This design comes from an exercise in tuning for small area and a short achievable clock period on the open sky130 flow, not from production work.
No run shown here included a check of the RTL's function; only the layout flow was run.
Power and IR drop assume default switching activity.

==> flow/design.v <==
package core_package;
typedef enum logic [3:0] {
    fetch, 
    decode,  
    execute,
    memory,
    WB,
    stall,
    flush
} state;
typedef enum logic [6:0] {
        OPCODE_LOAD     = 7'b00000_11,
        OPCODE_MISC_MEM = 7'b00011_11, 
        OPCODE_OP_IMM   = 7'b00100_11,  
        OPCODE_AUIPC    = 7'b00101_11, 
        OPCODE_STORE    = 7'b01000_11, 
        OPCODE_OP       = 7'b01100_11, 
        OPCODE_LUI      = 7'b01101_11, 
        OPCODE_BRANCH   = 7'b11000_11, 
        OPCODE_JALR     = 7'b11001_11, 
        OPCODE_JAL      = 7'b11011_11, 
        OPCODE_SYSTEM   = 7'b11100_11
    } opcode_e;
typedef enum {
        INSTR_TYPE_R,
        INSTR_TYPE_I,
        INSTR_TYPE_S,
        INSTR_TYPE_B,
        INSTR_TYPE_U,
        INSTR_TYPE_J,
        INSTR_TYPE_SYSTEM,
        INSTR_TYPE_UNKNOWN
} instr_type_e;
typedef enum {
        ALU_ADD,
        ALU_SUB,
        ALU_XOR,
        ALU_OR,
        ALU_AND,
        ALU_SLL,
        ALU_SLT,
        ALU_SLTU,
        ALU_SRA,
        ALU_SRL,
        ALU_JALR,
        ALU_EQ,
        ALU_NE,
        ALU_LT,
        ALU_LTU,
        ALU_GE,
        ALU_GEU
    } alu_op_e;
typedef enum logic[2:0] {
    LB  = 3'b000,
    LH  = 3'b001,
    LW  = 3'b010,
    LBU = 3'b100,
    LHU = 3'b101
} load_funct3_e;
typedef enum logic[2:0] {
    FENCE = 3'b000,
    FENCE_I = 3'b001
} misc_mem_funct3_e;
typedef enum logic[2:0] {
    ADDI = 3'b000,
    SLTI = 3'b010,
    SLTIU = 3'b011,
    XORI = 3'b100,
    ORI = 3'b110,
    ANDI = 3'b111,
    SLLI = 3'b001,
    SR_LA_I = 3'b101
} op_imm_funct3_e;
typedef enum logic[2:0] {
    SB = 3'b000,
    SH = 3'b001,
    SW = 3'b010
} store_funct3_e;
typedef enum logic[2:0] {
    ADD_SUB = 3'b000,
    SLL = 3'b001,
    SLT = 3'b010,
    SLTU = 3'b011,
    XOR = 3'b100,
    SR_LA = 3'b101,
    OR = 3'b110,
    AND = 3'b111
} op_funct3_e;
typedef enum logic[2:0] {
    BEQ = 3'b000,
    BNE = 3'b001,
    BLT = 3'b100,
    BGE = 3'b101,
    BLTU = 3'b110,
    BGEU = 3'b111
} branch_funct3_e;
typedef enum logic[2:0] {
    ECALL_EBREAK = 3'b000,
    CSRRW = 3'b001,
    CSRRS = 3'b010,
    CSRRC = 3'b011,
    CSRRWI = 3'b101,
    CSRRSI = 3'b110,
    CSRRCI = 3'b111
} system_funct3_e;
typedef enum logic [2:0] {
    MUL = 3'b000,
    MULH = 3'b001,
    MULHSU = 3'b010,
    MULHU = 3'b011,
    DIV = 3'b100,
    DIVU = 3'b101,
    REM = 3'b110,
    REMU = 3'b111
} md_funct3_e;
typedef enum logic [1:0]{
    u_mode = 2'b00,
    s_mode = 2'b01,
    h_mode = 2'b10,
    m_mode = 2'b11
} machine_mode_e;
typedef enum logic [11:0] {
    cycle = 12'hC00,
    utime = 12'hC01,
    instret = 12'hC02,
    cycleh = 12'hC80,
    timeh = 12'hC81,
    instreth = 12'hC82,
    sstatus = 12'h100,
    sie = 12'h104,
    stvec = 12'h105,
    scounteren = 12'h106,
    senvcfg = 12'h10A,
    sscratch = 12'h140,
    sepc = 12'h141,
    scause = 12'h142,
    stval = 12'h143,
    sip = 12'h144,
    satp = 12'h180,
    scontext = 12'h5A8,
    mvenderid = 12'hF11,
    marchid = 12'hF12,
    mimpid = 12'hF13,
    mhartid = 12'hF14,
    mconfigptr = 12'hF15,
    mstatus = 12'h300,
    misa = 12'h301,
    medeleg = 12'h302,
    mideleg = 12'h303,
    mie = 12'h304,
    mtvec = 12'h305,
    mcounteren = 12'h306,
    mstatush = 12'h310,
    mscratch = 12'h340,
    mepc = 12'h341,
    mcause = 12'h342,
    mtval = 12'h343,
    mip = 12'h344,
    mtinst = 12'h34A,
    mtval2 = 12'h34B,
    menvcfg = 12'h30A,
    menvcfgh = 12'h31A,
    mseccfg = 12'h747,
    mseccfgh = 12'h757,
    pmpcfg_start = 12'h3A0,
    pmpaddr_start = 12'h3B0,
    mcycle = 12'hB00,
    minstret = 12'hB02,
    mcycleh = 12'hB80,
    minstreth = 12'hB81,
    mcountinhibit = 12'h120,
    tselect = 12'h7A0,
    tdata1 = 12'h7A1,
    tdata2 = 12'h7A2,
    tdata3 = 12'h7A3,
    mcontext = 12'h7A8,
    dcsr = 12'h7B0,
    dpc = 12'h7B1,
    dscratch = 12'h7B2,
    dscratch1 = 12'h7B3,
    SM_RET = 12'b000_00010,
    WFI  = 12'b000_00101
} csr_e;
typedef enum logic [1:0] { 
    off = 2'b00,
    nondirty_claen_someOn = 2'b01,
    nonDirty_someClean = 2'b10,
    come_dirty = 2'b11
} csr_mstatus_XS_e;
typedef enum { 
    SD=31,
    TSR=22,
    TW=21,
    TVM=20,
    MXR=19,      
    SUM=18,
    MPRV=17,     
    MPP1=12,     
    MPP0=11,
    SPP=8,       
    MPIE=7,      
    UBE=6,
    SPIE=5,      
    MIE=3,       
    SIE=1        
} mstatus_field_e;
typedef enum { 
    MBE=5,       
    SBE=4        
 } mstatush_field_e;
typedef enum { 
    MEIP = 11,   
    SEIP = 9,    
    MTIP = 7,    
    STIP = 5,    
    MSIP = 3,    
    SSIP = 1     
} mip_field_e;
typedef enum { 
    MEIE = 11,   
    SEIE = 9,    
    MTIE = 7,    
    STIE = 5,    
    MSIE = 3,    
    SSIE = 1     
} mie_field_e;
typedef enum logic [7:0]{
    s_s_interrupt = 1,
    m_s_interrupt = 3,
    s_t_interrupt = 5,
    m_t_interrupt = 7,
    s_e_interrupt = 9,
    m_e_interrupt = 11
} mcause_interrupt_e;
typedef enum logic [7:0] {
    instruction_address_missaligmened = 0,
    instruction_access_fault = 1,
    illegal_instruction = 2,
    breakpoint = 3,
    load_address_misaligned = 4,
    load_access_fault = 5,
    store_address_misaligned = 6,
    store_access_fault = 7,
    environment_call_from_u_mode = 8,
    environment_call_from_s_mode = 9,
    environment_call_from_m_mode = 11,
    instruction_page_fault = 12,
    load_page_fault = 13,
    store_page_fault = 15
} mcause_nonInterrupt_e;
typedef enum logic [1:0] {
    Direct = 0,
    Vectored = 1
} mtvec_mode_e;
typedef enum {
    CY=0,
    TM=1,
    IR=2,
    HPM3=3
} mcounteren_field_e;
typedef enum {
    A=0,
    I=8,
    S=18,
    U=20
} misa_e;
endpackage
import core_package::*;
module ALU_pre (
    input   logic [4:0]     op_i,
    input   logic [31:0]    a_i,
    input   logic [31:0]    b_i,
    output  logic [31:0]    p_o,
    output  logic [31:0]    g_o,
    output  logic [4:0]     sel_o
);
    logic is_add, is_sub, is_xor, is_or, is_and, is_sll, is_sra, is_srl;
    logic is_jalr, is_eq, is_ne, is_cmp, is_scmp, is_lt, is_shr, is_sh;
    always_comb begin
        is_add  = op_i == 5'd0;
        is_sub  = op_i == 5'd1;
        is_xor  = op_i == 5'd2;
        is_or   = op_i == 5'd3;
        is_and  = op_i == 5'd4;
        is_sll  = op_i == 5'd5;
        is_sra  = op_i == 5'd8;
        is_srl  = op_i == 5'd9;
        is_jalr = op_i == 5'd10;
        is_eq   = op_i == 5'd11;
        is_ne   = op_i == 5'd12;
        is_cmp  = (op_i == 5'd6) | (op_i == 5'd7) | (op_i == 5'd13) |
                  (op_i == 5'd14) | (op_i == 5'd15) | (op_i == 5'd16);
        is_scmp = (op_i == 5'd6) | (op_i == 5'd13) | (op_i == 5'd15);
        is_lt   = (op_i == 5'd6) | (op_i == 5'd7) | (op_i == 5'd13) | (op_i == 5'd14);
        is_shr  = is_sra | is_srl;
        is_sh   = is_shr | is_sll;
    end
    logic pos, neg;             
    assign pos = is_add | is_jalr;
    assign neg = is_sub | is_cmp;
    logic [31:0] axb, anb, aob, anbn, a_rev;
    assign axb  = a_i ^ b_i;
    assign anb  = a_i & b_i;
    assign aob  = a_i | b_i;
    assign anbn = a_i & ~b_i;
    always_comb for (int i = 0; i < 32; i++) a_rev[i] = a_i[31-i];
    logic big, eq;
    assign big = |b_i[31:5];
    assign eq  = a_i == b_i;
    always_comb begin
        p_o = ({32{pos | is_xor}} & axb) |
              ({32{neg}}          & ~axb) |
              ({32{is_or}}        & aob) |
              ({32{is_and}}       & anb) |
              ({32{is_shr}}       & a_i) |
              ({32{is_sll}}       & a_rev);
        g_o = ({32{pos}} & anb) |
              ({32{neg}} & anbn);
        if (is_scmp) g_o[31] = ~a_i[31] & b_i[31];
        if (is_jalr) p_o[0] = 1'b0;
        if (is_sub)  p_o[0] = axb[0];
        if (is_cmp)  p_o[0] = is_lt;
        if (is_eq)   p_o[0] = eq;
        if (is_ne)   p_o[0] = ~eq;
        if (neg)     g_o[0] = a_i[0] | ~b_i[0];
        if (is_sh)   g_o = {26'b0, is_sra, b_i[4:0]};
        sel_o = {is_sra & big & a_i[31], is_sll & ~big, is_shr & ~big, is_cmp,
                 ~(is_sh | is_cmp)};
    end
endmodule
module ALU (
    input   logic [31:0]    p_i,
    input   logic [31:0]    g_i,
    input   logic [4:0]     sel_i,
    output  logic [31:0]    result_o
);
    logic [31:0] gl [0:5];
    logic [31:0] pl [0:5];
    always_comb begin
        gl[0] = g_i;
        pl[0] = {p_i[31:1], 1'b0};
        for (int l = 0; l < 5; l++) begin
            for (int i = 0; i < 32; i++) begin
                if (i >= (1 << l)) begin
                    gl[l+1][i] = gl[l][i] | (pl[l][i] & gl[l][i - (1 << l)]);
                    pl[l+1][i] = pl[l][i] & pl[l][i - (1 << l)];
                end else begin
                    gl[l+1][i] = gl[l][i];
                    pl[l+1][i] = pl[l][i];
                end
            end
        end
    end
    logic [31:0] c;             
    logic        cout;
    assign c    = {gl[5][30:0], 1'b0};
    assign cout = gl[5][31];
    logic [31:0] sr, sr_rev;
    logic        fill;
    always_comb begin
        fill = g_i[5] & p_i[31];
        sr   = 32'($signed({fill, p_i}) >>> g_i[4:0]);
        for (int i = 0; i < 32; i++) sr_rev[i] = sr[31-i];
    end
    logic sel_ones, sel_sll, sel_shr, sel_cmp, sel_add;
    assign {sel_ones, sel_sll, sel_shr, sel_cmp, sel_add} = sel_i;
    logic [31:0] other, r0, r1;
    always_comb begin
        other = ({32{sel_shr}} & sr) | ({32{sel_sll}} & sr_rev) | {32{sel_ones}};
        r0 = other | ({32{sel_add}} & p_i);
        r1 = other | ({32{sel_add}} & ~p_i);
        r0[0] = other[0] | ((sel_add | sel_cmp) & p_i[0]);
        r1[0] = other[0] | (sel_add & p_i[0]) | (sel_cmp & ~p_i[0]);
        for (int i = 0; i < 32; i++) result_o[i] = ((i == 0) ? cout : c[i]) ? r1[i] : r0[i];
    end
endmodule
module alu_stage (
    input   logic           clk,
    input   logic [4:0]     op,
    input   logic [31:0]    a,
    input   logic [31:0]    b,
    output  logic [31:0]    y
);
    logic [31:0] p_d, g_d, p_q, g_q;
    logic [4:0]  sel_d, sel_q;
    logic [31:0] result;
    ALU_pre u_pre (
        .op_i  (op),
        .a_i   (a),
        .b_i   (b),
        .p_o   (p_d),
        .g_o   (g_d),
        .sel_o (sel_d)
    );
    always_ff @(posedge clk) begin
        p_q   <= p_d;
        g_q   <= g_d;
        sel_q <= sel_d;
        y     <= result;
    end
    ALU u_alu (
        .p_i      (p_q),
        .g_i      (g_q),
        .sel_i    (sel_q),
        .result_o (result)
    );
endmodule
==> flow/run.sh <==
#!/bin/bash
# synth_recipe.tcl (not shown) runs the flow's synth.tcl, then flattens the netlist and writes it again
# the make line also repeats each setting of config.mk as NAME=value (left out here)
make -C /OpenROAD-flow-scripts/flow DESIGN_CONFIG=/design/flow/config.mk WORK_HOME=/design/flow/orfs CLKGATE_MAP_FILE= SYNTH_SCRIPT=/design/flow/synth_recipe.tcl finish
==> flow/config.mk <==
export PLATFORM = sky130hd
export DESIGN_NAME = alu_stage
export DESIGN_NICKNAME = alu_stage
export VERILOG_FILES = /design/flow/design.v
export SDC_FILE = /design/flow/constraint.sdc
export NUM_CORES = 4
export LEC_CHECK = 0
export CAP_MARGIN = 20
export CORE_MARGIN = 2
export CORE_UTILIZATION = 40
export SETUP_SLACK_MARGIN = 2.5
export SLEW_MARGIN = 20
export TNS_END_PERCENT = 100
==> flow/constraint.sdc <==
create_clock -name core_clock -period 5.0 [get_ports {clk}]
set_input_delay 1.0000 -clock core_clock [delete_from_list [all_inputs] [get_ports {clk}]]
set_output_delay 1.0000 -clock core_clock [all_outputs]
set_load 0.01 [all_outputs]
==> impl_metrics.tcl, run 1 <==
set metrics [dict create \
    yosysMostFrequentCell "nand2_1" \
    vdd_drop_max_uv 187 \
    grt_pass1_wl_microns 45200 \
    root_buffer "clkbuf_16" \
    place_area_sq_um 10200 \
    synth_edf_count 0 \
    min_path_cells 3 \
    detail-route-antenna-nets 0 \
    cts_buffer_depth 2 \
    synth_area_sq_um 8980 \
    ys_ff_latch 101 \
    die-height_microns 154 \
    chipWidth_microns 154 \
    routed_wl_microns 29400 \
    synth_warnings 5 \
    start_kind "flip-flop" \
    rsz0062_at_grt "yes" \
    report.final.slew_viol_count 0 \
    synthTopCellsByArea "dfxtp_1 23%, ha_1 14%, mux4_2 7.3%" \
    timing.hold.ws_ps 553 \
    port_buffers 101 \
    fin_crit_sh_pct 50.4 \
    rows 54 \
    critPathSlowestCell "dfxtp_4" \
    r2r-start "g_q[0]$_DFF_P_" \
    hold_violations 0 \
    synth_cell_types 73 \
    drtPass1Iterations 17 \
    total_power_uw 2950 \
    p_leak_uw 0.00449 \
    hpwl_microns 21100 \
    start_util_pct 40.9 \
    crit_required_ps 5260 \
    worstMarginPinSlew_ps 839 \
    num_io_pins 102 \
    synth_top_area_share_pct 22.5 \
    drc 0 \
    cts_tree "done" \
    drv_cap 0 \
    hold-path-endpoint "y[0]$_DFF_P_" \
    placeableCoreArea_sq_um 22000 \
    fmax_ghz 0.397 \
    die_area_sq_um 23700 \
    grt_overflow 0 \
    clk_latency_ps 360 \
    antenna_found_initial 0 \
    critPathKind "reg2reg" \
    vias 8635 \
    worst_ep_arrival_time_ps 2780 \
    powerDensity_nw_per_um2 267 \
    yosysSeqAreaShare_pct 22.5 \
    grt_max_degree 45 \
    reg2reg_to "y[0]$_DFF_P_" \
    worstHoldStart "sel_q[1]$_DFF_P_" \
    fin_setup_tns_ps 0 \
    drive_above_1_share_pct 22.7 \
    final.setup.worst_slack_ps 2480 \
    setup_viol 0 \
    nets 1299 \
    routabilityCongestion 0.897 \
    dp_slack_ps 1310 \
    min_path_type "reg2reg" \
    status "complete, no violations" \
    reg2reg_setup_slack_ps 2480 \
    min_period_ps 2520 \
    crit_path_end_kind "flip-flop" \
    crit_path_cell_trace "buf_6 > a21o_4 > a22o_4 > a221o_1 > a211o_4 > a31oi_4 > buf_4 > or4_1 > nand3_1" \
    fin_worst_skew_ps 10.5 \
    stdcell_area_sq_um 11100 \
    syn-num-nets 1245 \
    slew_headroom_pct 43.8 \
    grt_pass1_vias 8023 \
    track_usage_pct 24.1 \
    critPathMaxStageDelay_ps 400 \
    async_flop_share_pct 0 \
    h-tree-depth 3 \
    syn_inst 1078 \
    cts_buffers 9 \
    clock_sinks 101 \
    wl_per_cell_microns 20.8 \
    via_per_inst 6.09 \
    drtIter0Drc 873 \
    synthTopCellsByCount "125 x nand2_1, 101 x dfxtp_1, 97 x ha_1" \
    crit_path_max_fanout 6 \
    postSynthAreaPerCell_sq_um 8.33 \
    worst-r2r-cell-count 9 \
    area_growth_pct 23.1 \
    synth.largest_area_cell "dfxtp_1" \
    diodes 0 \
    ys.flop_type "dfxtp_1" \
    cts.clk_slew.worst_paths_ps 80 \
]
routing by layer:
| layer | vias up | wire length, microns | global-route usage (%) |
|---|---|---|---|
| li1 | 4087 | - | - |
| met1 | 4112 | 13800 | 35.0 |
| met2 | 379 | 12900 | 36.3 |
| met3 | 57 | 1930 | 3.27 |
| met4 | 0 | 855 | 8.63 |
| met5 | - | 0 | 0 |
sequential cells by signal, indices dropped and copies added (netlist names):
| register | count |
|---|---|
| g_q | 32 |
| p_q | 32 |
| y | 32 |
| sel_q | 5 |
critical path, delay by kind of cell, from the launching register on:
kind,cells,cell delay [ps]
AND/OR/NAND/NOR,2,160
AO/OA/AOI/OAI,5,1530
flip-flops,1,400
buffers and inverters,2,330
power breakdown:
group          switching (uW)  total (uW)  internal (uW)
clock network             359         710            351
registers                 152        1070            916
logic                     618        1170            556
cells by family (layout without fill, tap and decap cells):
group / count (synthesis) / count (layout) / share of synthesized area (%)
AO/OA/AOI/OAI: 355 / 356 / 28.4
XOR/XNOR: 22 / 22 / 2.15
adder cells (fa/ha/maj): 97 / 97 / 13.5
buffers and inverters: 179 / 237 / 8.05
flip-flops: 101 / 101 / 22.5
multiplexers: 69 / 69 / 11.9
AND/OR/NAND/NOR: 255 / 255 / 13.5
worst max-delay path by stage:
stage          slack (ps)  depth (start not counted)            from              to
2_1_floorplan        2500                          8           op[3]  p_q[0]$_DFF_P_
3_3_place_gp         1300                          9           a[29]  p_q[0]$_DFF_P_
3_5_place_dp         1310                          9           b[29]  p_q[0]$_DFF_P_
4_1_cts              2390                          9            b[6]  p_q[0]$_DFF_P_
5_1_grt              2420                          9  g_q[0]$_DFF_P_   y[28]$_DFF_P_
6_report             2480                          9  g_q[0]$_DFF_P_    y[0]$_DFF_P_
final cells by class:
class | count | area [sq um]
Fill cell | 2059 | 10900
Multi-Input combinational cell | 799 | 6880
Sequential cell | 101 | 2040
Timing Repair Buffer | 138 | 1170
Tap cell | 280 | 350
Inverter | 83 | 312
Clock buffer | 9 | 225
Clock inverter | 7 | 68.8
repair_timing:
action | in CTS | in global routing
resized for setup | 163 | 146
buffers inserted | 11 | 9
gates cloned | 1 | 1
pin swaps | 12 | 24
setup endpoints to repair | 99 | 47
hold buffers | 0 | 0
metrics by stage:
step | std cells | util [%]
after floorplan | 1078 | -
after global placement | 1379 | 46.4
after detailed placement | 1379 | 46.4
after CTS | 1407 | 49.7
after global routing | 1417 | 50.3
final | 1417 | 50.3
cell usage in the layout, fill, tap and decap left out, drive strengths merged, types with 13 or more instances in the layout:
master	synthesis	routed
a22o	26	26
buf	23	43
a22oi	32	32
nand2	125	125
a221oi	22	22
clkdlybuf4s50	0	32
mux2i	28	28
nor4	17	17
ha	97	97
nor2	32	32
xnor2	13	13
mux4	29	29
inv	82	85
dfxtp	101	101
o21ai	82	83
clkbuf	73	46
o2111ai	33	33
a21oi	57	57
==> run 2: changes to the inputs <==
--- a/flow/config.mk
+++ b/flow/config.mk
@@ -8,6 +8,6 @@
 export CAP_MARGIN = 20
 export CORE_MARGIN = 2
 export CORE_UTILIZATION = 40
-export SETUP_SLACK_MARGIN = 2.5
+export SETUP_SLACK_MARGIN = 3.0
 export SLEW_MARGIN = 20
 export TNS_END_PERCENT = 100
==> impl_metrics.tcl, run 2 <==
set metrics [dict create \
    fill_cells 1835 \
    setup_viol 0 \
    yosysSeqAreaShare_pct 22.5 \
    synth_cell_types 73 \
    routabilityCongestion 0.894 \
    rows 54 \
    fin_worst_skew_ps 10.3 \
    worst_ep_arrival_time_ps 2770 \
    cts_tree "done" \
    worstMarginPinSlew_ps 826 \
    hpwl_microns 21700 \
    area_growth_pct 45.1 \
    fmax_ghz 0.405 \
    fin_setup_tns_ps 0 \
    synth_edf_count 0 \
    die-height_microns 154 \
    crit_path_end_kind "flip-flop" \
    mostFrequentLayoutCell "nand2_1" \
    wl_per_cell_microns 22.3 \
    drtPass1Iterations 14 \
    grt_pass1_vias 8558 \
    syn-num-nets 1245 \
    p_leak_uw 0.00544 \
    chipWidth_microns 154 \
    synthTopCellsByArea "dfxtp_1 23%, ha_1 14%, mux4_2 7.3%" \
    cts_buffer_depth 2 \
    vdd_drop_max_uv 167 \
    postCtsHoldBufs 0 \
    synth_top_area_share_pct 22.5 \
    cts.clk_slew.worst_paths_ps 70 \
    drtIter0Drc 925 \
    final_cell_mix "121 x nand2_1, 86 x buf_4, 77 x dfxtp_1" \
    crit_path_max_fanout 5 \
    worstHoldStart "sel_q[1]$_DFF_P_" \
    synth_warnings 5 \
    r2r-start "g_q[0]$_DFF_P_" \
    detail-route-antenna-nets 0 \
    clock_sinks 101 \
    synth_area_sq_um 8980 \
    nets 1395 \
    timing.hold.ws_ps 582 \
    postSynthAreaPerCell_sq_um 8.33 \
    routed_wl_microns 33700 \
    report.final.slew_viol_count 0 \
    drive_above_1_share_pct 43.0 \
    final_cells 1513 \
    critPathLaunch "a[2]" \
    reg.largest.list "g_q: 32 flops, p_q: 32 flops, y: 32 flops" \
    reg2reg_to "y[23]$_DFF_P_" \
    synth.largest_area_cell "dfxtp_1" \
    reg2reg_setup_slack_ps 2540 \
    ys.flop_type "dfxtp_1" \
    track_usage_pct 26.9 \
    h-tree-depth 3 \
    grt_max_degree 47 \
    dp.cells 1379 \
    placeableCoreArea_sq_um 22000 \
    port_buffers 101 \
    rsz0062_at_grt "yes" \
    synthTopCellsByCount "125 x nand2_1, 101 x dfxtp_1, 97 x ha_1" \
    status "complete, no violations" \
    num_io_pins 102 \
    grt_overflow 0 \
    crit_required_ps 5300 \
    yosysMostFrequentCell "nand2_1" \
    antenna_found_initial 0 \
    via_per_inst 6.20 \
    slew_headroom_pct 44.9 \
    powerDensity_nw_per_um2 253 \
    min_period_ps 2470 \
    drv_cap 0 \
    hold-path-endpoint "y[0]$_DFF_P_" \
    cts_buffers 9 \
    clk_latency_ps 360 \
    grt_pass1_wl_microns 50000 \
    fin_crit_sh_pct 49.4 \
    min_path_cells 3 \
    multi_input_area_sq_um 7680 \
    hold_violations 0 \
    start_kind "input pin" \
    ys_ff_latch 101 \
    die_area_sq_um 23700 \
    critPathKind "in2reg" \
    syn_inst 1078 \
    vias 9388 \
    seq_area_sq_um 2070 \
    min_path_type "reg2reg" \
    diodes 0 \
    async_flop_share_pct 0 \
    start_util_pct 40.9 \
    worst-r2r-cell-count 9 \
    drc 0 \
    root_buffer "clkbuf_16" \
    total_power_uw 3300 \
]
## run 2: cell counts after synthesis
No cell type changed its count.
## run 2: what timing repair did
action                                 CTS  global route
gates cloned                             8             3
buffers inserted                        71            36
endpoints found under the hold margin    0             0
setup endpoints to repair              133            90
resized for setup                      461           228
pin swaps                               83            80
## run 2: layout make-up
type	count	area share, %
clock buffers	11	1.94
clock inverters	5	0.317
inverters	83	2.78
multi-input cells	800	59.0
flip-flops and latches	101	15.9
well taps	280	2.69
repair buffers	233	17.4
## run 2: worst max-delay path by stage
stage / end / cells after the start
after floorplan: p_q[0]$_DFF_P_ / 8
after global placement: p_q[0]$_DFF_P_ / 7
after detailed placement: p_q[0]$_DFF_P_ / 7
after CTS: p_q[0]$_DFF_P_ / 9
after global routing: p_q[0]$_DFF_P_ / 9
final: p_q[0]$_DFF_P_ / 9
## run 2: cells by family (layout without fill, tap and decap cells)
kind of cell	after synthesis	after routing	synth area share, %
AOI/OAI and AO/OA	355	356	28.4
and+or+nand+nor	255	256	13.5
buffers and inverters	179	332	8.05
DFF	101	101	22.5
adders and majority gates	97	97	13.5
muxes	69	69	11.9
xor gates and xnor gates	22	22	2.15
## run 2: metal layers
layer,vias to the layer above,part of all wire (%),track usage (%)
met3,76,6.8,3.24
met4,0,3.3,10.9
met5,-,0,0
met1,4536,44,37.4
li1,4308,-,-
met2,468,46,42.4
## run 2: worst max-delay path, cell delays in order
cell	delay, ps
buf_2	130
inv_1	70
ha_4	240
nor4_4	280
nand4_1	220
o41ai_2	350
a32oi_1	90
or2_4	260
a21oi_2	120
## run 2: through the flow
step	area, sq um	utilization [%]	worst slack [ps]
6_report	13000	59.4	2530
3_5_place_dp	10400	47.5	1290
5_1_grt	13000	59.4	2440
2_1_floorplan	9520	-	2570
3_3_place_gp	10400	47.5	1310
4_1_cts	12300	56.2	2560
## run 2: where the power goes
group,total [uW],internal [uW],leakage [uW],switching (uW)
registers,1080,920,0.000846,158
clock network,717,372,0.000144,345
logic,1500,741,0.00445,761
total,3300,2030,0.00544,1260
==> run 3: changes to the inputs <==
--- a/flow/config.mk
+++ b/flow/config.mk
@@ -5,6 +5,7 @@
 export SDC_FILE = /design/flow/constraint.sdc
 export NUM_CORES = 4
 export LEC_CHECK = 0
+export ABC_AREA = 1
 export CAP_MARGIN = 20
 export CORE_MARGIN = 2
 export CORE_UTILIZATION = 40
==> impl_metrics.tcl, run 3 <==
set metrics [dict create \
    critPathSlowestCell "buf_12" \
    routabilityCongestion 0.995 \
    synth_top_area_share_pct 20.2 \
    worst_ep_arrival_time_ps 2260 \
    chipWidth_microns 162 \
    r2r-start "g_q[4]$_DFF_P_" \
    grt_pass1_vias 11400 \
    port_buffers 101 \
    clock_sinks 101 \
    synth_edf_count 0 \
    final_cell_mix "501 x nand2_1, 293 x nand3_1, 163 x inv_1" \
    drv_cap 0 \
    start_kind "input pin" \
    critPathTopFamily "buffers and inverters" \
    crit_path_cell_trace "buf_4 > nor2_4 > buf_4 > nand3_4 > buf_12 > buf_4 > o22ai_2 > nor2_1 > o211ai_1" \
    report.final.slew_viol_count 0 \
    synthTopCellsByCount "510 x nand2_1, 308 x nand3_1, 223 x inv_1" \
    num_io_pins 102 \
    wl_per_cell_microns 20.6 \
    synthTopCellsByArea "dfxtp_1 20%, nand2_1 19%, nand3_1 15%" \
    syn-num-nets 1831 \
    drc 0 \
    fin_worst_skew_ps 9.27 \
    clk_latency_ps 370 \
    synth_warnings 5 \
    worstMarginPinSlew_ps 960 \
    stdcell_area_sq_um 13000 \
    path_depth 9 \
    slew_headroom_pct 35.9 \
    synth_area_sq_um 10000 \
    postSynthAreaPerCell_sq_um 6.01 \
    path_buf_inv 4 \
    timing.hold.ws_ps 661 \
    synth.largest_area_cell "dfxtp_1" \
    grt_overflow 0 \
    yosysMostFrequentCell "nand2_1" \
    placeableCoreArea_sq_um 24500 \
    die_area_sq_um 26300 \
    setup_viol 0 \
    h-tree-depth 3 \
    drive_above_1_share_pct 20.1 \
    fin_crit_sh_pct 39.6 \
    postCtsHoldBufs 0 \
    hold_violations 0 \
    cts_tree "done" \
    detail-route-antenna-nets 0 \
    ys.flop_type "dfxtp_1" \
    critPathMaxStageDelay_ps 190 \
    routed_wl_microns 43500 \
    rsz0062_at_grt "yes" \
    ys_ff_latch 101 \
    hold-path-endpoint "y[25]$_DFF_P_" \
    async_flop_share_pct 0 \
    root_buffer "clkbuf_16" \
    crit_required_ps 5280 \
    via_per_inst 5.76 \
    drtPass1Iterations 5 \
    cts.clk_slew.worst_paths_ps 80 \
    critPathKind "in2reg" \
    cts_buffer_depth 2 \
    min_period_ps 1980 \
    grt_max_degree 35 \
    min_path_cells 3 \
    mostFrequentLayoutCell "nand2_1" \
    fin_setup_tns_ps 0 \
    start_util_pct 40.9 \
    fmax_ghz 0.505 \
    status "complete, no violations" \
    area_growth_pct 29.5 \
    nets 1951 \
    diodes 0 \
    yosysSeqAreaShare_pct 20.2 \
    grt_pass1_wl_microns 66100 \
    drtIter0Drc 1350 \
    worst-r2r-cell-count 10 \
    die-height_microns 162 \
    antenna_found_initial 0 \
    rows 57 \
    syn_inst 1664 \
    synth_cell_types 41 \
    worstHoldStart "p_q[25]$_DFF_P_" \
    vias 12200 \
    path_common_cell "buf_4" \
    place_area_sq_um 11200 \
    powerDensity_nw_per_um2 218 \
    crit_path_max_fanout 7 \
    reg.largest.list "g_q: 32 flops, p_q: 32 flops, y: 32 flops" \
    track_usage_pct 32.9 \
    min_path_type "reg2reg" \
    hpwl_microns 30000 \
    reg2reg_setup_slack_ps 3060 \
    vdd_drop_max_uv 157 \
    p_leak_uw 0.00637 \
    cts_buffers 9 \
    reg2reg_to "y[13]$_DFF_P_" \
    crit_path_end_kind "flip-flop" \
]
run 3: cell count changes in the layout (fill, tap and decap cells not counted), moves of 22 or more:
cell,delta
o21ai_2,-29
nand3_1,+284
buf_4,-45
mux4_2,-29
inv_2,+26
nand2_1,+380
inv_1,+134
nor2_1,+56
buf_6,-37
a22o_1,-22
a22oi_1,-30
o22ai_1,+41
run 3: layout make-up:
type,instances,area (sq um)
inverter,235,930
sequential,101,2070
tap,324,405
clock buffer,9,225
fill,2421,11500
timing repair buffer,172,1770
timing repair inverter,3,23.8
clock inverter,6,52.6
multi-input combinational,1262,7480
run 3: cells by family (layout without fill, tap and decap cells):
kind of cell             after synthesis  count (layout)  share of synthesized area (%)
AO/OA/AOI/OAI                        185             185                           12.5
flip-flops                           101             101                           20.2
AND/OR/NAND/NOR                      977             980                           42.5
buffers and inverters                304             425                           12.7
adder cells (fa/ha/maj)               97              97                           12.1
run 3: worst reg2reg max path, stage by stage, from the launching register on:
cell     delay (ps)
dfxtp_4         380
buf_8           150
inv_2           100
buf_12          160
nand2_1          90
inv_1            70
nand2_1         100
nand2_1          80
nand2_1          90
o21ai_0         450
nand3_1         130
run 3: how the worst max path moves through the flow:
stage | from | end | slack, ps
after floorplan | a[3] | p_q[0]$_DFF_P_ | 2970
after global placement | op[2] | g_q[31]$_SDFF_PP0_ | 1620
after detailed placement | op[2] | g_q[31]$_SDFF_PP0_ | 1540
after CTS | op[4] | g_q[18]$_SDFF_PP0_ | 2880
after global routing | op[0] | g_q[31]$_SDFF_PP0_ | 2960
final | op[2] | p_q[5]$_DFF_P_ | 3020
run 3: layer usage:
| metal | GRT usage [%] | wire, microns |
|---|---|---|
| met1 | 42.6 | 17800 |
| met2 | 52.6 | 19100 |
| met3 | 5.11 | 3860 |
| met4 | 17.6 | 2730 |
| met5 | 0 | 0 |
run 3: stage by stage:
step                utilization [%]  cells  power [uW]  setup slack, ps
global route                   53.0   2112        2960             2960
floorplan                         -   1664        1540             2970
CTS                            52.0   2093        2750             2880
global placement               45.7   2031        1950             1620
finish                         53.0   2112        2830             3020
detailed placement             45.7   2031        1950             1540
run 3: repair_timing:
item | CTS | global route
endpoints found under the hold margin | 0 | 0
pin swaps | 30 | 27
endpoints found under the setup margin | 132 | 98
gates resized for setup | 349 | 140
setup buffers | 33 | 15
cloned | 14 | 4
run 3: where the power goes:
part	internal [uW]	total, uW	switching (uW)
clock	345	703	358
combinational	426	1090	665
sequential	894	1030	139
total	1660	2830	1160
==> run 4: changes to the inputs <==
--- a/flow/config.mk
+++ b/flow/config.mk
@@ -9,6 +9,6 @@
 export CAP_MARGIN = 20
 export CORE_MARGIN = 2
 export CORE_UTILIZATION = 40
-export SETUP_SLACK_MARGIN = 3.0
+export SETUP_SLACK_MARGIN = 3.3
 export SLEW_MARGIN = 20
 export TNS_END_PERCENT = 100
==> impl_metrics.tcl, run 4 <==
set metrics [dict create \
    synth.largest_area_cell "dfxtp_1" \
    synth_top_family_by_area "simple AND/OR/NAND/NOR gates" \
    ys.flop_type "dfxtp_1" \
    worstMarginPinSlew_ps 808 \
    fmax_ghz 0.515 \
    syn_inst 1664 \
    rsz0062_at_grt "yes" \
    reg.largest.list "g_q: 32 flops, p_q: 32 flops, y: 32 flops" \
    placeableCoreArea_sq_um 24500 \
    port_buffers 101 \
    setup_viol 0 \
    fin_worst_skew_ps 15.6 \
    diodes 0 \
    yosysSeqAreaShare_pct 20.2 \
    worstHoldStart "sel_q[1]$_DFF_P_" \
    crit_required_ps 5280 \
    status "complete, no violations" \
    grt_max_degree 36 \
    h-tree-depth 3 \
    grt_pass1_wl_microns 70500 \
    muxShareOfSynthArea_pct 0 \
    worst_ep_arrival_time_ps 2220 \
    track_usage_pct 35.3 \
    critPathKind "in2reg" \
    synth_area_sq_um 10000 \
    min_path_type "reg2reg" \
    via_per_inst 5.95 \
    start_kind "input pin" \
    cts_buffer_depth 2 \
    min_period_ps 1940 \
    vias 13000 \
    die_area_sq_um 26300 \
    synth_cell_types 41 \
    rows 57 \
    routed_wl_microns 49000 \
    routabilityCongestion 0.931 \
    clock_sinks 101 \
    dp.cells 2032 \
    busiest_layer "met2" \
    synth_edf_count 0 \
    wl_per_cell_microns 22.5 \
    clk_latency_ps 370 \
    grt_use_met1_pct 43.8 \
    synth_warnings 5 \
    drive_above_1_share_pct 45.8 \
    reg2reg_to "y[30]$_DFF_P_" \
    crit_path_max_fanout 7 \
    antenna_found_initial 2 \
    fin_crit_sh_pct 38.8 \
    grtUsageMet2_pct 57.1 \
    slew_headroom_pct 46.1 \
    num_io_pins 102 \
    postSynthAreaPerCell_sq_um 6.01 \
    yosysMostFrequentCell "nand2_1" \
    vdd_drop_max_uv 155 \
    async_flop_share_pct 0 \
    synthXorXnorAreaFrac_pct 0 \
    p_leak_uw 0.00759 \
    drv_cap 0 \
    drc 0 \
    min_path_cells 4 \
    timing.hold.ws_ps 645 \
    r2r-start "g_q[0]$_DFF_P_" \
    final_cell_mix "376 x nand2_1, 162 x nand3_1, 147 x inv_1" \
    synthTopCellsByCount "510 x nand2_1, 308 x nand3_1, 223 x inv_1" \
    dp_slack_ps 1670 \
    chipWidth_microns 162 \
    report.final.slew_viol_count 0 \
    synth_top_area_share_pct 20.2 \
    fin_setup_tns_ps 0 \
    detail-route-antenna-nets 0 \
    cts.clk_slew.worst_paths_ps 80 \
    nets 2019 \
    drtPass1Iterations 7 \
    yosys.area_share.adder_pct 12.1 \
    powerDensity_nw_per_um2 204 \
    final_cells 2181 \
    syn-num-nets 1831 \
    final.setup.worst_slack_ps 3060 \
    hold-path-endpoint "y[0]$_DFF_P_" \
    root_buffer "clkbuf_16" \
    hpwl_microns 29900 \
    ys_ff_latch 101 \
    drtIter0Drc 1384 \
    hold_violations 0 \
    die-height_microns 162 \
    synth-simple-area-share_pct 42.5 \
    cts_buffers 9 \
    synth-compound-area-share_pct 12.5 \
    mostFrequentLayoutCell "nand2_1" \
    worst-r2r-cell-count 13 \
    reg2reg_setup_slack_ps 3210 \
    start_util_pct 40.9 \
    met3_usage_pct 6.13 \
    utilization_pct 64.7 \
    grt_overflow 0 \
    area_growth_pct 58.3 \
    crit_path_end_kind "flip-flop" \
    synthTopCellsByArea "dfxtp_1 20%, nand2_1 19%, nand3_1 15%" \
    cts_tree "done" \
    grt_pass1_vias 12100 \
]
run 4: cell types whose count changed in the layout (fill, tap and decap cells not counted), moves of 21 or more:
cell / previous run / this run
clkbuf_2: 21 / 0
nand2_4: 3 / 47
nand3_2: 14 / 114
nand3_4: 4 / 35
a21oi_1: 45 / 21
dfxtp_4: 4 / 29
nand2_2: 10 / 90
nand2_1: 501 / 376
buf_4: 41 / 101
buf_2: 19 / 57
dlygate4sd2_1: 39 / 1
nand3_1: 293 / 162
a21oi_2: 0 / 22
run 4: cell type report:
| type | instances | area (sq um) |
|---|---|---|
| clock buffer | 10 | 239 |
| clock inverter | 6 | 46.3 |
| fill | 2087 | 8630 |
| inverter | 235 | 1070 |
| multi-input combinational | 1261 | 9390 |
| sequential | 101 | 2150 |
| tap | 324 | 405 |
| timing repair buffer | 238 | 2470 |
| timing repair inverter | 6 | 66.3 |
run 4: routing by layer:
metal / share of wire, % / vias to the layer above
li1: - / 5886
met5: 0 / -
met1: 38 / 6062
met2: 45 / 793
met3: 9.7 / 238
met4: 7.7 / 0
run 4: what timing repair did:
action / 4_1_cts / 5_1_grt
hold buffers: 0 / 0
resized for setup: 827 / 378
cloned: 21 / 1
buffers inserted: 84 / 27
pin swaps: 76 / 71
setup endpoints to repair: 133 / 132
run 4: worst max-delay path, stage by stage:
cell,delay [ps]
buf_12,120
nor2_4,200
nand3_2,140
nand3_4,100
nor2_4,60
buf_12,160
buf_12,150
buf_12,120
o211ai_1,160
run 4: kinds of logic (layout without fill, tap and decap cells):
family,count (synthesis),in the layout
AOI/OAI and AO/OA,185,185
buffers and inverters,304,495
DFF,101,101
adders and majority gates,97,97
and+or+nand+nor,977,979
run 4: where the power goes:
group | total [uW] | internal, uW | switching [uW]
clock network | 718 | 357 | 362
registers | 1040 | 897 | 148
logic | 1470 | 590 | 877
total | 3230 | 1840 | 1390
run 4: metrics by stage:
stage               power (uW)  instance area (sq um)
floorplan                 1580                  10500
global placement          1990                  11600
detailed placement        2000                  11600
CTS                       2930                  14000
global route              3340                  15800
finish                    3230                  15800
run 4: how the worst max path moves through the flow:
| stage | cells after the start | slack (ps) | start | to |
|---|---|---|---|---|
| 2_1_floorplan | 6 | 3050 | a[31] | p_q[0]$_DFF_P_ |
| 3_3_place_gp | 5 | 1670 | op[2] | p_q[1]$_DFF_P_ |
| 3_5_place_dp | 5 | 1670 | op[4] | p_q[1]$_DFF_P_ |
| 4_1_cts | 11 | 3180 | op[1] | p_q[0]$_DFF_P_ |
| 5_1_grt | 9 | 3040 | op[1] | p_q[18]$_DFF_P_ |
| 6_report | 9 | 3060 | op[2] | p_q[15]$_DFF_P_ |
==> run 5: changes to the inputs <==
--- a/flow/design.v
+++ b/flow/design.v
@@ -272,10 +272,11 @@
     input   logic [31:0]    b_i,
     output  logic [31:0]    p_o,
     output  logic [31:0]    g_o,
-    output  logic [4:0]     sel_o
+    output  logic [3:0]     sel_o
 );
     logic is_add, is_sub, is_xor, is_or, is_and, is_sll, is_sra, is_srl;
     logic is_jalr, is_eq, is_ne, is_cmp, is_scmp, is_lt, is_shr, is_sh;
+    logic neg, arith, kx, kn;
     always_comb begin
         is_add  = op_i == 5'd0;
         is_sub  = op_i == 5'd1;
@@ -294,46 +295,89 @@
         is_lt   = (op_i == 5'd6) | (op_i == 5'd7) | (op_i == 5'd13) | (op_i == 5'd14);
         is_shr  = is_sra | is_srl;
         is_sh   = is_shr | is_sll;
+        neg     = is_sub | is_cmp | is_eq | is_ne;
+        arith   = is_add | is_jalr | is_sub | is_cmp;
+        kx      = arith | is_xor | is_or;
+        kn      = is_or | is_and;
     end
-    logic pos, neg;             
-    assign pos = is_add | is_jalr;
-    assign neg = is_sub | is_cmp;
-    logic [31:0] axb, anb, aob, anbn, a_rev;
-    assign axb  = a_i ^ b_i;
-    assign anb  = a_i & b_i;
-    assign aob  = a_i | b_i;
-    assign anbn = a_i & ~b_i;
+    logic [31:0] bb, x, n, a_rev;
+    assign bb = b_i ^ {32{neg}};
+    assign x  = a_i ^ bb;
+    assign n  = a_i & bb;
     always_comb for (int i = 0; i < 32; i++) a_rev[i] = a_i[31-i];
     logic big, eq;
     assign big = |b_i[31:5];
-    assign eq  = a_i == b_i;
+    assign eq  = &x;            
     always_comb begin
-        p_o = ({32{pos | is_xor}} & axb) |
-              ({32{neg}}          & ~axb) |
-              ({32{is_or}}        & aob) |
-              ({32{is_and}}       & anb) |
-              ({32{is_shr}}       & a_i) |
-              ({32{is_sll}}       & a_rev);
-        g_o = ({32{pos}} & anb) |
-              ({32{neg}} & anbn);
-        if (is_scmp) g_o[31] = ~a_i[31] & b_i[31];
+        p_o = ({32{kx}}     & x) |
+              ({32{kn}}     & n) |
+              ({32{is_shr}} & a_i) |
+              ({32{is_sll}} & a_rev);
+        g_o = {32{arith}} & n;
+        if (is_scmp) g_o[31] = ~(a_i[31] | bb[31]);
         if (is_jalr) p_o[0] = 1'b0;
-        if (is_sub)  p_o[0] = axb[0];
+        if (is_sub)  p_o[0] = ~x[0];
         if (is_cmp)  p_o[0] = is_lt;
         if (is_eq)   p_o[0] = eq;
         if (is_ne)   p_o[0] = ~eq;
-        if (neg)     g_o[0] = a_i[0] | ~b_i[0];
-        if (is_sh)   g_o = {26'b0, is_sra, b_i[4:0]};
-        sel_o = {is_sra & big & a_i[31], is_sll & ~big, is_shr & ~big, is_cmp,
+        if (is_sub | is_cmp) g_o[0] = n[0] | x[0];
+        if (is_sh)   g_o = {26'b0, is_sra, b_i[4:0] | {5{big}}};
+        sel_o = {is_sll & ~big, is_sra | (is_srl & ~big), is_cmp,
                  ~(is_sh | is_cmp)};
     end
 endmodule
 module ALU (
     input   logic [31:0]    p_i,
     input   logic [31:0]    g_i,
-    input   logic [4:0]     sel_i,
+    input   logic [3:0]     sel_i,
     output  logic [31:0]    result_o
 );
+    logic [31:0] c;             
+    ALU_carry u_carry (
+        .p_i (p_i),
+        .g_i (g_i),
+        .c_o (c)
+    );
+    logic [31:0] sr;
+    ALU_shift u_shift (
+        .a_i    (p_i),
+        .amt_i  (g_i[4:0]),
+        .fill_i (g_i[5] & p_i[31]),
+        .r_o    (sr)
+    );
+    ALU_select u_select (
+        .p_i      (p_i),
+        .c_i      (c),
+        .sr_i     (sr),
+        .sel_i    (sel_i),
+        .result_o (result_o)
+    );
+endmodule
+module ALU_select (
+    input   logic [31:0]    p_i,
+    input   logic [31:0]    c_i,
+    input   logic [31:0]    sr_i,
+    input   logic [3:0]     sel_i,
+    output  logic [31:0]    result_o
+);
+    logic sel_sll, sel_shr, sel_cmp, sel_add;
+    assign {sel_sll, sel_shr, sel_cmp, sel_add} = sel_i;
+    logic [31:0] other, r0, r1;
+    always_comb begin
+        for (int i = 0; i < 32; i++)
+            other[i] = (sel_shr & sr_i[i]) | (sel_sll & sr_i[31-i]);
+        r0 = other | ({32{sel_add}} & p_i);
+        r1 = other | ({32{sel_add}} & ~p_i);
+        r0[0] = other[0] | ((sel_add | sel_cmp) & p_i[0]);
+        r1[0] = other[0] | (sel_add & p_i[0]) | (sel_cmp & ~p_i[0]);
+        for (int i = 0; i < 32; i++) result_o[i] = c_i[i] ? r1[i] : r0[i];
+    end
+endmodule
+module ALU_carry (
+    input   logic [31:0]    p_i,
+    input   logic [31:0]    g_i,
+    output  logic [31:0]    c_o
+);
     logic [31:0] gl [0:5];
     logic [31:0] pl [0:5];
     always_comb begin
@@ -350,29 +394,16 @@
                 end
             end
         end
+        c_o = {gl[5][30:0], gl[5][31]};
     end
-    logic [31:0] c;             
-    logic        cout;
-    assign c    = {gl[5][30:0], 1'b0};
-    assign cout = gl[5][31];
-    logic [31:0] sr, sr_rev;
-    logic        fill;
-    always_comb begin
-        fill = g_i[5] & p_i[31];
-        sr   = 32'($signed({fill, p_i}) >>> g_i[4:0]);
-        for (int i = 0; i < 32; i++) sr_rev[i] = sr[31-i];
-    end
-    logic sel_ones, sel_sll, sel_shr, sel_cmp, sel_add;
-    assign {sel_ones, sel_sll, sel_shr, sel_cmp, sel_add} = sel_i;
-    logic [31:0] other, r0, r1;
-    always_comb begin
-        other = ({32{sel_shr}} & sr) | ({32{sel_sll}} & sr_rev) | {32{sel_ones}};
-        r0 = other | ({32{sel_add}} & p_i);
-        r1 = other | ({32{sel_add}} & ~p_i);
-        r0[0] = other[0] | ((sel_add | sel_cmp) & p_i[0]);
-        r1[0] = other[0] | (sel_add & p_i[0]) | (sel_cmp & ~p_i[0]);
-        for (int i = 0; i < 32; i++) result_o[i] = ((i == 0) ? cout : c[i]) ? r1[i] : r0[i];
-    end
+endmodule
+module ALU_shift (
+    input   logic [31:0]    a_i,
+    input   logic [4:0]     amt_i,
+    input   logic           fill_i,
+    output  logic [31:0]    r_o
+);
+    assign r_o = 32'($signed({fill_i, a_i}) >>> amt_i);
 endmodule
 module alu_stage (
     input   logic           clk,
@@ -382,7 +413,7 @@
     output  logic [31:0]    y
 );
     logic [31:0] p_d, g_d, p_q, g_q;
-    logic [4:0]  sel_d, sel_q;
+    logic [3:0]  sel_d, sel_q;
     logic [31:0] result;
     ALU_pre u_pre (
         .op_i  (op),
==> flow/flow/run.sh (new file) <==
#!/bin/bash
# Standard layout, with plain buffers (instead of the delay cells that
# buffer_ports picks by default) on the input and output ports.
set -euo pipefail
bash standard.sh BUFFER_PORTS_ARGS="-buffer_cell sky130_fd_sc_hd__buf_2" finish > standard_make.log 2>&1
==> flow/standard.sh (new file) <==
#!/bin/bash
# synth_recipe.tcl (not shown) runs the flow's synth.tcl, then flattens the netlist and writes it again
# the make line also repeats each setting of config.mk as NAME=value (left out here)
make -C /OpenROAD-flow-scripts/flow DESIGN_CONFIG=/design/flow/config.mk WORK_HOME=/design/flow/orfs CLKGATE_MAP_FILE= SYNTH_SCRIPT=/design/flow/synth_recipe.tcl "${@:-finish}"
--- a/flow/config.mk
+++ b/flow/config.mk
@@ -9,6 +9,7 @@
 export CAP_MARGIN = 20
 export CORE_MARGIN = 2
 export CORE_UTILIZATION = 40
-export SETUP_SLACK_MARGIN = 3.3
+export SETUP_SLACK_MARGIN = 3.0
 export SLEW_MARGIN = 20
+export SYNTH_HIERARCHICAL = 1
 export TNS_END_PERCENT = 100
removed: flow/run.sh
==> impl_metrics.tcl, run 5 <==
set metrics [dict create \
    status "complete, no violations" \
    synth_cell_types 43 \
    detail-route-antenna-nets 0 \
    synthXorXnorAreaFrac_pct 3.13 \
    drtIter0Drc 935 \
    reg.largest.list "g_q: 32 flops, p_q: 32 flops, y: 32 flops" \
    p_leak_uw 0.00590 \
    grt_max_degree 40 \
    clock_sinks 100 \
    setup_viol 0 \
    fin_crit_sh_pct 66.4 \
    drtPass1Iterations 6 \
    fin_worst_skew_ps 13.6 \
    syn_inst 1547 \
    cts.clk_slew.worst_paths_ps 80 \
    synth_top_family_by_area "simple AND/OR/NAND/NOR gates" \
    vias 10400 \
    port_buffers 101 \
    powerDensity_nw_per_um2 270 \
    dp.cells 1878 \
    final_cells 1964 \
    nets 1784 \
    mostFrequentLayoutCell "nand2_1" \
    clk_latency_ps 360 \
    final_cell_mix "583 x nand2_1, 240 x nand3_1, 160 x inv_1" \
    dp_slack_ps 964 \
    worst_ep_arrival_time_ps 3550 \
    ys_ff_latch 100 \
    die-height_microns 154 \
    vdd_drop_max_uv 185 \
    stdcell_area_sq_um 11600 \
    synth_warnings 12 \
    drc 0 \
    postCtsHoldBufs 0 \
    grt_pass1_wl_microns 51300 \
    diodes 0 \
    rsz0062_at_grt "yes" \
    min_period_ps 3320 \
    min_path_type "reg2reg" \
    cts_tree "done" \
    track_usage_pct 27.3 \
    synthTopCellsByCount "608 x nand2_1, 251 x nand3_1, 187 x inv_1" \
    root_buffer "clkbuf_16" \
    yosys.area_share.adder_pct 4.76 \
    postSynthAreaPerCell_sq_um 5.78 \
    worstMarginPinSlew_ps 604 \
    rows 54 \
    fin_setup_tns_ps 0 \
    start_kind "input pin" \
    slew_headroom_pct 59.7 \
    routabilityCongestion 0.935 \
    yosysMostFrequentCell "nand2_1" \
    num_io_pins 102 \
    placeableCoreArea_sq_um 21900 \
    synth-compound-area-share_pct 5.29 \
    ys.flop_type "dfxtp_1" \
    synth_edf_count 0 \
    drv_cap 0 \
    place_area_sq_um 9570 \
    routed_wl_microns 33600 \
    min_path_cells 2 \
    via_per_inst 5.28 \
    total_power_uw 3140 \
    die_area_sq_um 23600 \
    area_growth_pct 30.2 \
    final.setup.worst_slack_ps 1680 \
    yosysSeqAreaShare_pct 22.4 \
    syn-num-nets 1651 \
    crit_path_end_kind "flip-flop" \
    synth.largest_area_cell "nand2_1" \
    drive_above_1_share_pct 27.1 \
    critPathKind "in2reg" \
    fmax_ghz 0.301 \
    synth_top_area_share_pct 25.5 \
    h-tree-depth 3 \
    crit_required_ps 5230 \
    antenna_found_initial 0 \
    crit_path_max_fanout 6 \
    hold_violations 0 \
    muxShareOfSynthArea_pct 0 \
    async_flop_share_pct 0 \
    report.final.slew_viol_count 0 \
    chipWidth_microns 154 \
    synthTopCellsByArea "nand2_1 26%, dfxtp_1 22%, nand3_1 14%" \
    wl_per_cell_microns 17.1 \
    hpwl_microns 23600 \
    start_util_pct 40.9 \
    worst-r2r-cell-count 13 \
    grt_pass1_vias 9526 \
    grt_overflow 0 \
    cts_buffer_depth 2 \
    synth_area_sq_um 8940 \
    cts_buffers 9 \
    synth-simple-area-share_pct 51.8 \
    fill_cells 2190 \
]
## run 5: changes by cell type in the layout (fill, tap and decap cells not counted), moves of 32 or more
cell | previous run | this run
nand2_4 | 47 | 4
buf_4 | 101 | 47
inv_2 | 56 | 21
nand3_1 | 162 | 240
dfxtp_1 | 59 | 91
nand2_2 | 90 | 53
nand3_2 | 114 | 21
nand2_1 | 376 | 583
o22ai_1 | 33 | 1
buf_2 | 57 | 96
ha_1 | 66 | 2
nand3_4 | 35 | 3
## run 5: per-layer routing
layer,track usage (%),wire length (microns),vias up
met4,14.6,1790,0
li1,-,-,5141
met2,43.4,15200,521
met5,0,0,-
met3,3.27,2570,95
met1,36.2,14000,4617
## run 5: worst paths after layout
check	start	end	slack (ps)
worst max-delay path	op[4]	p_q[0]$_DFF_P_	1680
worst min-delay path	p_q[0]$_DFF_P_	y[0]$_DFF_P_	550
worst max register to register	g_q[1]$_DFF_P_	y[0]$_DFF_P_	3100
worst min register to register	p_q[0]$_DFF_P_	y[0]$_DFF_P_	550
## run 5: timing repair
action,4_1_cts,5_1_grt
setup buffers,51,11
pin swaps,46,46
cloned,8,1
endpoints found under the hold margin,0,0
resized for setup,118,138
setup endpoints to repair,99,99
## run 5: report_power, final
part,internal (uW),leakage [uW],switching [uW]
clock,491,0.000164,332
sequential,902,0.000828,133
combinational,503,0.00491,780
total,1900,0.00590,1240
## run 5: per-stage QoR
| step | utilization (%) | hold slack, ps |
|---|---|---|
| after global placement | 43.7 | 534 |
| after CTS | 49.6 | 544 |
| after global routing | 53.2 | 593 |
| final | 53.2 | 546 |
| after floorplan | - | 442 |
| after detailed placement | 43.7 | 534 |
## run 5: critical path, stage by stage
cell and delay, ps:
buf_12 110, inv_8 40, nand4_1 150, nand2_2 90, nor2_4 100, inv_2 60
a21oi_4 140, nand2_4 100, buf_12 150, buf_4 130, xor2_1 140, ha_2 330
nand2_1 90, nor4_4 350, nor3b_2 280, nand2_1 110, nand2_1 80, nand4_1 100
## run 5: area by class of cell
| cell class | instances | area (sq um) | share of cell area [%] |
|---|---|---|---|
| Clock inverter | 5 | 108 | 0.924 |
| Inverter | 193 | 793 | 6.81 |
| Clock buffer | 10 | 229 | 1.97 |
| Multi-Input combinational cell | 1195 | 6730 | 57.8 |
| Tap cell | 280 | 350 | 3.01 |
| Timing Repair Buffer | 176 | 1380 | 11.9 |
| Sequential cell | 100 | 2020 | 17.3 |
| Timing Repair inverter | 5 | 37.5 | 0.322 |
## run 5: modules after synthesis, one instance, submodules excluded
module      cell area, sq um  copies in the design  cells
ALU                     7.51                     1      2
ALU_carry               1680                     1    399
ALU_pre                 2180                     1    380
ALU_select              1180                     1    270
ALU_shift               1890                     1    396
alu_stage               2000                     1    100
## run 5: cells by family after synthesis
group,Yosys count
xor+xnor,32
flops,100
buf+inv,252
compound gates,71
simple gates,1058
fa+ha+maj,34
==> run 6: changes to the inputs <==
==> flow/run.sh (new file) <==
#!/bin/bash
# synth_recipe.tcl (not shown) runs the flow's synth.tcl, then flattens the netlist and writes it again
# the make line also repeats each setting of config.mk as NAME=value (left out here)
make -C /OpenROAD-flow-scripts/flow DESIGN_CONFIG=/design/flow/config.mk WORK_HOME=/design/flow/orfs CLKGATE_MAP_FILE= SYNTH_SCRIPT=/design/flow/synth_recipe.tcl finish
removed: flow/flow/run.sh
removed: flow/standard.sh
==> impl_metrics.tcl, run 6 <==
set metrics [dict create \
    port_buffers 101 \
    slew_headroom_pct 30.8 \
    postCtsHoldBufs 0 \
    yosysSeqAreaShare_pct 22.4 \
    die-height_microns 154 \
    clock_sinks 100 \
    crit_required_ps 5230 \
    synth_warnings 12 \
    hpwl_microns 23700 \
    powerDensity_nw_per_um2 252 \
    synth_edf_count 0 \
    wl_met1_microns 14300 \
    cts.clk_slew.worst_paths_ps 80 \
    routabilityCongestion 0.936 \
    diodes 0 \
    cts_buffer_depth 2 \
    min_period_ps 3250 \
    grt_overflow 0 \
    synth_top_area_share_pct 25.5 \
    root_buffer "clkbuf_16" \
    dp_slack_ps 550 \
    num_io_pins 102 \
    synth_area_sq_um 8940 \
    fin_worst_skew_ps 16.3 \
    rows 54 \
    min_path_type "reg2reg" \
    min_path_cells 2 \
    yosysMostFrequentCell "nand2_1" \
    drv_cap 0 \
    p_leak_uw 0.00621 \
    status "complete, no violations" \
    final_cell_mix "582 x nand2_1, 236 x nand3_1, 164 x inv_1" \
    placeableCoreArea_sq_um 21900 \
    postSynthAreaPerCell_sq_um 5.78 \
    nets 1781 \
    h-tree-depth 3 \
    synthTopCellsByCount "608 x nand2_1, 251 x nand3_1, 187 x inv_1" \
    wl_met3_microns 2450 \
    vias 10500 \
    track_usage_pct 26.7 \
    clk_latency_ps 370 \
    fmax_ghz 0.307 \
    reg.largest.list "g_q: 32 flops, p_q: 32 flops, y: 32 flops" \
    hold_violations 0 \
    fill_cells 2105 \
    critPathKind "in2reg" \
    syn_inst 1547 \
    grt_pass1_vias 9477 \
    crit_path_max_fanout 6 \
    cts_buffers 9 \
    setup_viol 0 \
    cts_tree "done" \
    utilization_pct 56.0 \
    syn-num-nets 1651 \
    async_flop_share_pct 0 \
    worstHoldStart "p_q[0]$_DFF_P_" \
    routed_wl_microns 34500 \
    mostFrequentLayoutCell "nand2_1" \
    final.setup.worst_slack_ps 1750 \
    worst-r2r-cell-count 10 \
    rsz0062_at_grt "yes" \
    reg2reg_to "y[23]$_DFF_P_" \
    start_util_pct 40.9 \
    drive_above_1_share_pct 21.1 \
    start_kind "input pin" \
    via_per_inst 5.36 \
    reg2reg_setup_slack_ps 3110 \
    r2r-start "p_q[2]$_DFF_P_" \
    ys.flop_type "dfxtp_1" \
    fin_crit_sh_pct 65.0 \
    die_area_sq_um 23600 \
    detail-route-antenna-nets 0 \
    wl_per_cell_microns 17.6 \
    report.final.slew_viol_count 0 \
    worstMarginPinSlew_ps 1040 \
    area_growth_pct 37.1 \
    synth.largest_area_cell "nand2_1" \
    grt_max_degree 40 \
    crit_path_end_kind "flip-flop" \
    worst_ep_arrival_time_ps 3480 \
    grt_pass1_wl_microns 50200 \
    drc 0 \
    highest_layer "met4" \
    synth_cell_types 43 \
    vdd_drop_max_uv 141 \
    synthTopCellsByArea "nand2_1 26%, dfxtp_1 22%, nand3_1 14%" \
    antenna_found_initial 0 \
    drtPass1Iterations 6 \
    fin_setup_tns_ps 0 \
    wl_met2_microns 15600 \
    ys_ff_latch 100 \
    hold-path-endpoint "y[0]$_DFF_P_" \
    chipWidth_microns 154 \
    drtIter0Drc 900 \
]
## run 6: cell counts after synthesis
Identical to the previous run, type by type.
## run 6: what timing repair did
item	4_1_cts	5_1_grt
resized for setup	164	188
pin swaps	55	52
gates cloned	6	3
endpoints found under the hold margin	0	0
buffers inserted	35	23
endpoints found under the setup margin	132	100
## run 6: per-stage QoR
step                cell area, sq um  total power, uW  cells  hold slack (ps)
floorplan                       9050             1730   1547              442
global placement               10100             2130   1879              527
detailed placement             10100             2140   1879              544
CTS                            11100             2910   1936              556
global route                   12300             3270   1962              570
finish                         12300             3100   1962              547
## run 6: worst max path at each step
stage / from / endpoint / slack [ps] / cells past startpoint
3_3_place_gp: op[1] / p_q[0]$_DFF_P_ / 590 / 16
5_1_grt: op[0] / p_q[0]$_DFF_P_ / 1740 / 14
6_report: op[4] / p_q[0]$_DFF_P_ / 1750 / 17
3_5_place_dp: op[1] / p_q[0]$_DFF_P_ / 550 / 18
4_1_cts: op[4] / p_q[0]$_DFF_P_ / 2020 / 18
2_1_floorplan: op[1] / p_q[0]$_DFF_P_ / 1960 / 17
## run 6: cell type report
type / instances / area [sq um] / area share (%)
multi-input cells: 1198 / 6940 / 56.6
repair inverters: 4 / 30.0 / 0.245
clock buffers: 9 / 225 / 1.84
clock inverters: 7 / 72.6 / 0.592
inverters: 193 / 807 / 6.58
flip-flops and latches: 100 / 2020 / 16.4
well taps: 280 / 350 / 2.86
repair buffers: 171 / 1830 / 14.9
## run 6: cell families after synthesis
kind of cell,count (synthesis),share of synthesized area (%)
xor gates and xnor gates,32,3.13
DFF,100,22.4
buffers and inverters,252,12.6
adders and majority gates,34,4.76
and+or+nand+nor,1058,51.8
AOI/OAI and AO/OA,71,5.29
## run 6: critical path, cell delays in order
cell,delay (ps)
buf_12,100
inv_6,40
nand4_1,130
nand2_2,90
nor2_4,100
inv_2,70
a21oi_4,140
buf_12,160
nand2_8,90
buf_4,160
xor2_1,150
ha_1,340
nand4_1,170
nor4_2,420
nand2_1,120
nand2_1,90
nand4_1,100
## run 6: Yosys stat by module (local to each module, per instance)
module	flops+latches	area, sq um
ALU_shift	0	1890
ALU_pre	0	2180
ALU_carry	0	1680
alu_stage	100	2000
ALU	0	7.51
ALU_select	0	1180
## run 6: layer usage
| metal | global-route usage (%) | up-vias |
|---|---|---|
| li1 | - | 5154 |
| met1 | 35.1 | 4734 |
| met2 | 43.4 | 517 |
| met3 | 3.18 | 105 |
| met4 | 12.7 | 0 |
| met5 | 0 | - |
## run 6: power by group
group / internal, uW / switching, uW
Combinational: 547 / 805
Sequential: 902 / 132
Clock: 352 / 358
Total: 1800 / 1290

## static timing again, ports no longer ideal
In the flow no input, the clock included, has a driving cell. The finished layouts below were timed again as built, in two steps.
Step 1 assumes that a clkbuf_16 drives the clock port and a buf_2 every other input.
Step 2 times the ports against the registers' clock, not the clock port: input delays grow and output delays shrink by t, the midpoint of the rising clock arrivals with the driver on.
a / b / c = ideal / step 1 / step 2; a / b = the first two.
| run | shift t [ns] | setup WS [ns] | worst hold slack (ns) |
|---|---|---|---|
| run 1 | 0.404 | 2.479 / 2.479 / 2.102 | 0.553 / 0.553 / 0.553 |
| run 2 | 0.403 | 2.530 / 2.542 / 2.142 | 0.582 / 0.582 / 0.582 |
| run 3 | 0.410 | 3.019 / 2.998 / 2.631 | 0.661 / 0.661 / 0.661 |
| run 4 | 0.417 | 3.059 / 3.063 / 2.646 | 0.645 / 0.645 / 0.645 |
| run 5 | 0.400 | 1.682 / 1.662 / 1.262 | 0.546 / 0.546 / 0.546 |
| run 6 | 0.405 | 1.748 / 1.731 / 1.326 | 0.547 / 0.547 / 0.547 |
After both steps setup and hold are still met in every run listed. For run 6, which loses most, drivers alone change the setup slack by -0.017 ns; drivers and shift together by -0.422 ns.
